Context: an optimization exercise on an open-source flow, tuned for small area and a short achievable clock period. The choices shown serve that exercise and are no tape-out recipe.
At most, simulation tests tie the RTL to the original design; equivalence was not proved.
Power and IR drop assume default switching activity.

## wip/quartz
==> flow/design.v (excerpt) <==
module SCPU(clk, rst_n, in_valid, instruction, MEM_out, busy, out_valid, out0, out1, out2, out3, out4, out5, out6, out7, out8, out9, out10, out11, out12, out13, out14, out15, WEN, ADDR, MEM_in);
input clk, rst_n, in_valid;
input [18:0] instruction;
input [15:0] MEM_out;
output busy, out_valid, WEN;
output [12:0] ADDR;
output [15:0] MEM_in;
output reg [15:0] out0, out1, out2, out3, out4, out5, out6, out7, out8, out9, out10, out11, out12, out13, out14, out15;
assign busy = 1'b0;
wire [15:0] rdA, rdB;
wire [3:0] s0_n, s10_n, s11_n;
wire c4_n, c80_n, c81_n;
wire [4:0] ahp1_n;
scpu_s1 u_s1(.r({out15, out14, out13, out12, out11, out10, out9, out8, out7, out6, out5, out4, out3, out2, out1, out0}), .ins(instruction), .rda(rdA), .rdb(rdB), .s0(s0_n), .c4(c4_n), .s10(s10_n), .c80(c80_n), .s11(s11_n), .c81(c81_n), .ahp1(ahp1_n));
reg v1, wen_r;
reg [2:0] op1;
reg [11:0] f1;
reg [15:0] A, B;
reg [3:0] s0_r, s10_r, s11_r;
  ...
export LEC_CHECK = 0
export ABC_AREA = 1
export CAP_MARGIN = 20
export CORE_MARGIN = 2
export CORE_UTILIZATION = 40
export SETUP_SLACK_MARGIN = 5
export SLEW_MARGIN = 20
create_clock -name core_clock -period 8.0 [get_ports {clk}]
standard.sh (not shown) runs the stock make flow with config.mk's settings and CLKGATE_MAP_FILE= SYNTH_SCRIPT=/design/flow/synth_recipe.tcl, a recipe that flattens the netlist after the stock synthesis.
==> flow/flow/run.sh <==
#!/bin/bash
set -euo pipefail
bash standard.sh "BUFFER_PORTS_ARGS=-buffer_cell sky130_fd_sc_hd__buf_1" finish > standard.log 2>&1
wip/quartz went all the way through synthesis, placement and routing and the layout is clean on timing, DRC and antenna.
### wip/quartz -> wip/raven
--- a/flow/design.v
+++ b/flow/design.v
@@ -175,29 +175,23 @@
 integer i;
 always @(*) begin
   ta = 16'd0; tb = 16'd0;
   for (i = 0; i < 16; i = i + 1) begin
     ta = ta | (r[16*i +: 16] & {16{sa[i]}});
     tb = tb | (r[16*i +: 16] & {16{sb[i]}});
   end
 end
 assign rda = ta;
 assign rdb = tb;
-wire [7:0] ag = ta[7:0] & ins[7:0];
-wire [7:0] at = ta[7:0] | ins[7:0];
-wire [7:0] ap = ta[7:0] ^ ins[7:0];
-assign s0 = ap[3:0] ^ {(ag[0] & at[1] & at[2]) | (ag[1] & at[2]) | (ag[2]), (ag[0] & at[1]) | (ag[1]), (ag[0]), 1'b0};
-assign c4 = (ag[0] & at[1] & at[2] & at[3]) | (ag[1] & at[2] & at[3]) | (ag[2] & at[3]) | (ag[3]);
-assign s10 = ap[7:4] ^ {(ag[4] & at[5] & at[6]) | (ag[5] & at[6]) | (ag[6]), (ag[4] & at[5]) | (ag[5]), (ag[4]), 1'b0};
-assign c80 = (ag[4] & at[5] & at[6] & at[7]) | (ag[5] & at[6] & at[7]) | (ag[6] & at[7]) | (ag[7]);
-assign s11 = ap[7:4] ^ {(at[4] & at[5] & at[6]) | (ag[4] & at[5] & at[6]) | (ag[5] & at[6]) | (ag[6]), (at[4] & at[5]) | (ag[4] & at[5]) | (ag[5]), (at[4]) | (ag[4]), (1'b1)};
-assign c81 = (at[4] & at[5] & at[6] & at[7]) | (ag[4] & at[5] & at[6] & at[7]) | (ag[5] & at[6] & at[7]) | (ag[6] & at[7]) | (ag[7]);
+assign {c4, s0} = {1'b0, ta[3:0]} + {1'b0, ins[3:0]};
+assign {c80, s10} = {1'b0, ta[7:4]} + {1'b0, ins[7:4]};
+assign {c81, s11} = {1'b0, ta[7:4]} + {1'b0, ins[7:4]} + 5'd1;
 assign ahp1 = ta[12:8] + 5'd1;
 endmodule
 module scpu_s2(a, b, op, f, m, r1, r2b);
 input [15:0] a, b;
 input [2:0] op;
 input [7:0] f;
 output [61:0] m;
 output [15:0] r1;
 output r2b;
 wire [16:0] bx = {b, 1'b0};
@@ -469,22 +463,21 @@
 assign mfs90 = nsx[6] ^ pp7[14] ^ mhc18;
 assign mfc90 = (nsx[6] & pp7[14]) | (nsx[6] & mhc18) | (pp7[14] & mhc18);
 assign mhs21 = 1'b1 ^ pp7[15];
 assign mhc21 = 1'b1 & pp7[15];
 assign m = {1'b1, mhc21, nsx[7], mhs21, mfc90, mfs90, mfc89, mfs89, mfc88, mfs88, mfc87, mfs87, mfc86, mfs86, mfc85, mfs85, mfc84, mfs84, mfc83, mfs83, mfc82, mfs82, mfc81, mfs81, mfc80, mfs80, mfc79, mfs79, mfc78, mfs78, mfc77, mfs77, mfc76, mfs76, mfc75, mfs75, mfc74, mfs74, mfc73, mfs73, mfc72, mfs72, mfc71, mfs71, mfc70, mfs70, mfc69, mfs69, mfc68, mfs68, mfc67, mfs67, mfc66, mfs66, mhc20, mhs20, mhc19, mhs19, ng[1], pp0[1], ng[0], pp0[0]};
 wire [3:0] func = f[3:0];
 wire sub = ((op == 3'd0) & (func == 4'd4)) | (op == 3'd4);
 wire [15:0] y0 = (op == 3'd0) ? b : {{8{f[7]}}, f};
 wire [15:0] sum = a + (y0 ^ {16{sub}}) + {15'd0, sub};
 wire eq = (a == b);
-wire signed [15:0] sa = a, sb = b;
-wire lt = (sa < sb);
+wire lt = ($signed(a) < $signed(b));
 wire cmp = (op == 3'd2) ? eq : lt;
 reg [15:0] t;
 always @(*) begin
   t = 16'd0;
   case (op)
     3'd0: case (func)
             4'd0: t = a & b;
             4'd1: t = a | b;
             4'd2: t = a ^ b;
             4'd3, 4'd4: t = sum;
### Flow results
From wip/quartz to wip/raven the numbers moved as follows: area share of fa/ha/maj cells after synthesis lost 0.23 points, count of instances resized after the clock tree is built picked up an extra 68, post-layout minimum cycle time picked up an extra 11 ps, number of clock buffers in the layout picked up an extra 5, routed wire length lost 5.3%.
wip/raven ended up with input pin to register as its type of the worst setup path; wip/quartz ended up with register to register.
Going from wip/quartz to wip/raven, cell count was more or less identical, sequential share of layout area went down by 0.22 points.
wip/raven: routed length on met3 is about 20% lower than what wip/quartz reported.
Summary — worst-skew pair later-pin latency, wip/raven relative to wip/quartz: higher, by 30 ps.
No functional check of the RTL was part of any run of this note.

v31:
Another version of the RTL of SCPU (not shown whole).
For scale: roughly 3800 cells after synthesis, roughly 440 flip-flops, roughly 330 I/O pins, roughly 28000 µm² of cells after synthesis.
Settings: LEC_CHECK=0, ABC_AREA=1, CAP_MARGIN=10, CORE_MARGIN=2, CORE_UTILIZATION=40, CTS_CLUSTER_DIAMETER=100, CTS_CLUSTER_SIZE=25, SETUP_SLACK_MARGIN=5, SLEW_MARGIN=10, SYNTH_HIERARCHICAL=1, SYNTH_MINIMUM_KEEP_SIZE=0, TNS_END_PERCENT=20; clock period 8.0 ns.
Scripts as last shown in full above: flow/flow/run.sh
## Diff of input files: v1 against v31
diff --git a/flow/design.v b/flow/design.v
--- a/flow/design.v
+++ b/flow/design.v
@@ -51,24 +51,19 @@
   wire  c81;
   assign xo_s1_c81 = c81;
   wire [4:0] ahp1;
   assign xo_s1_ahp1 = ahp1;
 wire [15:0] sa = 16'd1 << ins[15:12];
 wire [15:0] sb = 16'd1 << ins[11:8];
-wire [15:0] sa0, sa1, sb0, sb1;
-scpu_dec4 da0(.a(ins[15:12]), .y(sa0));
-scpu_dec4 da1(.a(ins[15:12]), .y(sa1));
-scpu_dec4 db0(.a(ins[11:8]), .y(sb0));
-scpu_dec4 db1(.a(ins[11:8]), .y(sb1));
 reg [15:0] ta, tb;
 integer i;
 always @(*) begin
   ta = 16'd0; tb = 16'd0;
   for (i = 0; i < 16; i = i + 1) begin
-    ta = ta | (r[16*i +: 16] & {{8{sa1[i]}}, {8{sa0[i]}}});
-    tb = tb | (r[16*i +: 16] & {{8{sb1[i]}}, {8{sb0[i]}}});
+    ta = ta | (r[16*i +: 16] & {16{sa[i]}});
+    tb = tb | (r[16*i +: 16] & {16{sb[i]}});
   end
 end
 assign rda = ta;
 assign rdb = tb;
 wire [7:0] ag = ta[7:0] & ins[7:0];
 wire [7:0] at = ta[7:0] | ins[7:0];
@@ -701,16 +696,11 @@
     out12 <= nrf[207:192];
     out13 <= nrf[223:208];
     out14 <= nrf[239:224];
     out15 <= nrf[255:240];
   end
 endmodule
-module scpu_dec4(a, y);
-input [3:0] a;
-output [15:0] y;
-assign y = 16'd1 << a;
-endmodule
 module scpu_wbit(s2, w2, s1, w1, h, q, d);
 input s2, w2, s1, w1, h, q;
 output d;
 assign d = (s2 & w2) | (s1 & w1) | (h & q);
 endmodule
## What came out
Compared with v31, v1 shows via count that has gone up by a few percent.
Looking at v1 and v31, the minimum setup slack in the final design is a wash.
Going from v31 to v1, total number of multi-input combinational cells lower, proportion of power drawn by the clock network higher, register-to-register setup slack higher, global-route wire length before repair higher.
Function not checked in v1: the RTL went through the layout flow alone.

-- afterwards: timing with drivers on the ports --
The flow's constraints put no driver on any port. The routed layouts listed below were extracted and timed again, unchanged, in two steps. Step 1 sets driving cells, clkbuf_16 on the clock port and buf_2 on the other inputs (assumed; they add their load-dependent delay and slew). Step 2, shift: input delay + t, output delay - t, t = (earliest + latest rising clock arrival at the registers) / 2. This alone moves slack from input paths to output paths. Three values: no drivers, after step 1, after step 2; two values: the first two.
run | shift t [ns] | setup WS [ns] | worst setup path after step 2 | latest minus earliest clock arrival (ns) | worst data-port slew with drivers (ns)
wip/quartz | 0.669 | 4.588 / 4.588 / 4.232 | input to register | 0.020 / 0.020 | 0.11
wip/raven | 0.685 | 4.577 / 4.524 / 3.839 | input to register | 0.041 / 0.041 | 0.14
v31 | 0.679 | 4.751 / 4.682 / 4.119 | input to register | 0.055 / 0.055 | 0.11
v1 | 0.698 | 4.753 / 4.689 / 4.135 | input to register | 0.052 / 0.052 | 0.11
After both steps setup and hold are still met in every run listed. The setup slack of wip/raven, which loses most, moves by -0.053 ns with the drivers and by -0.738 ns with both steps.
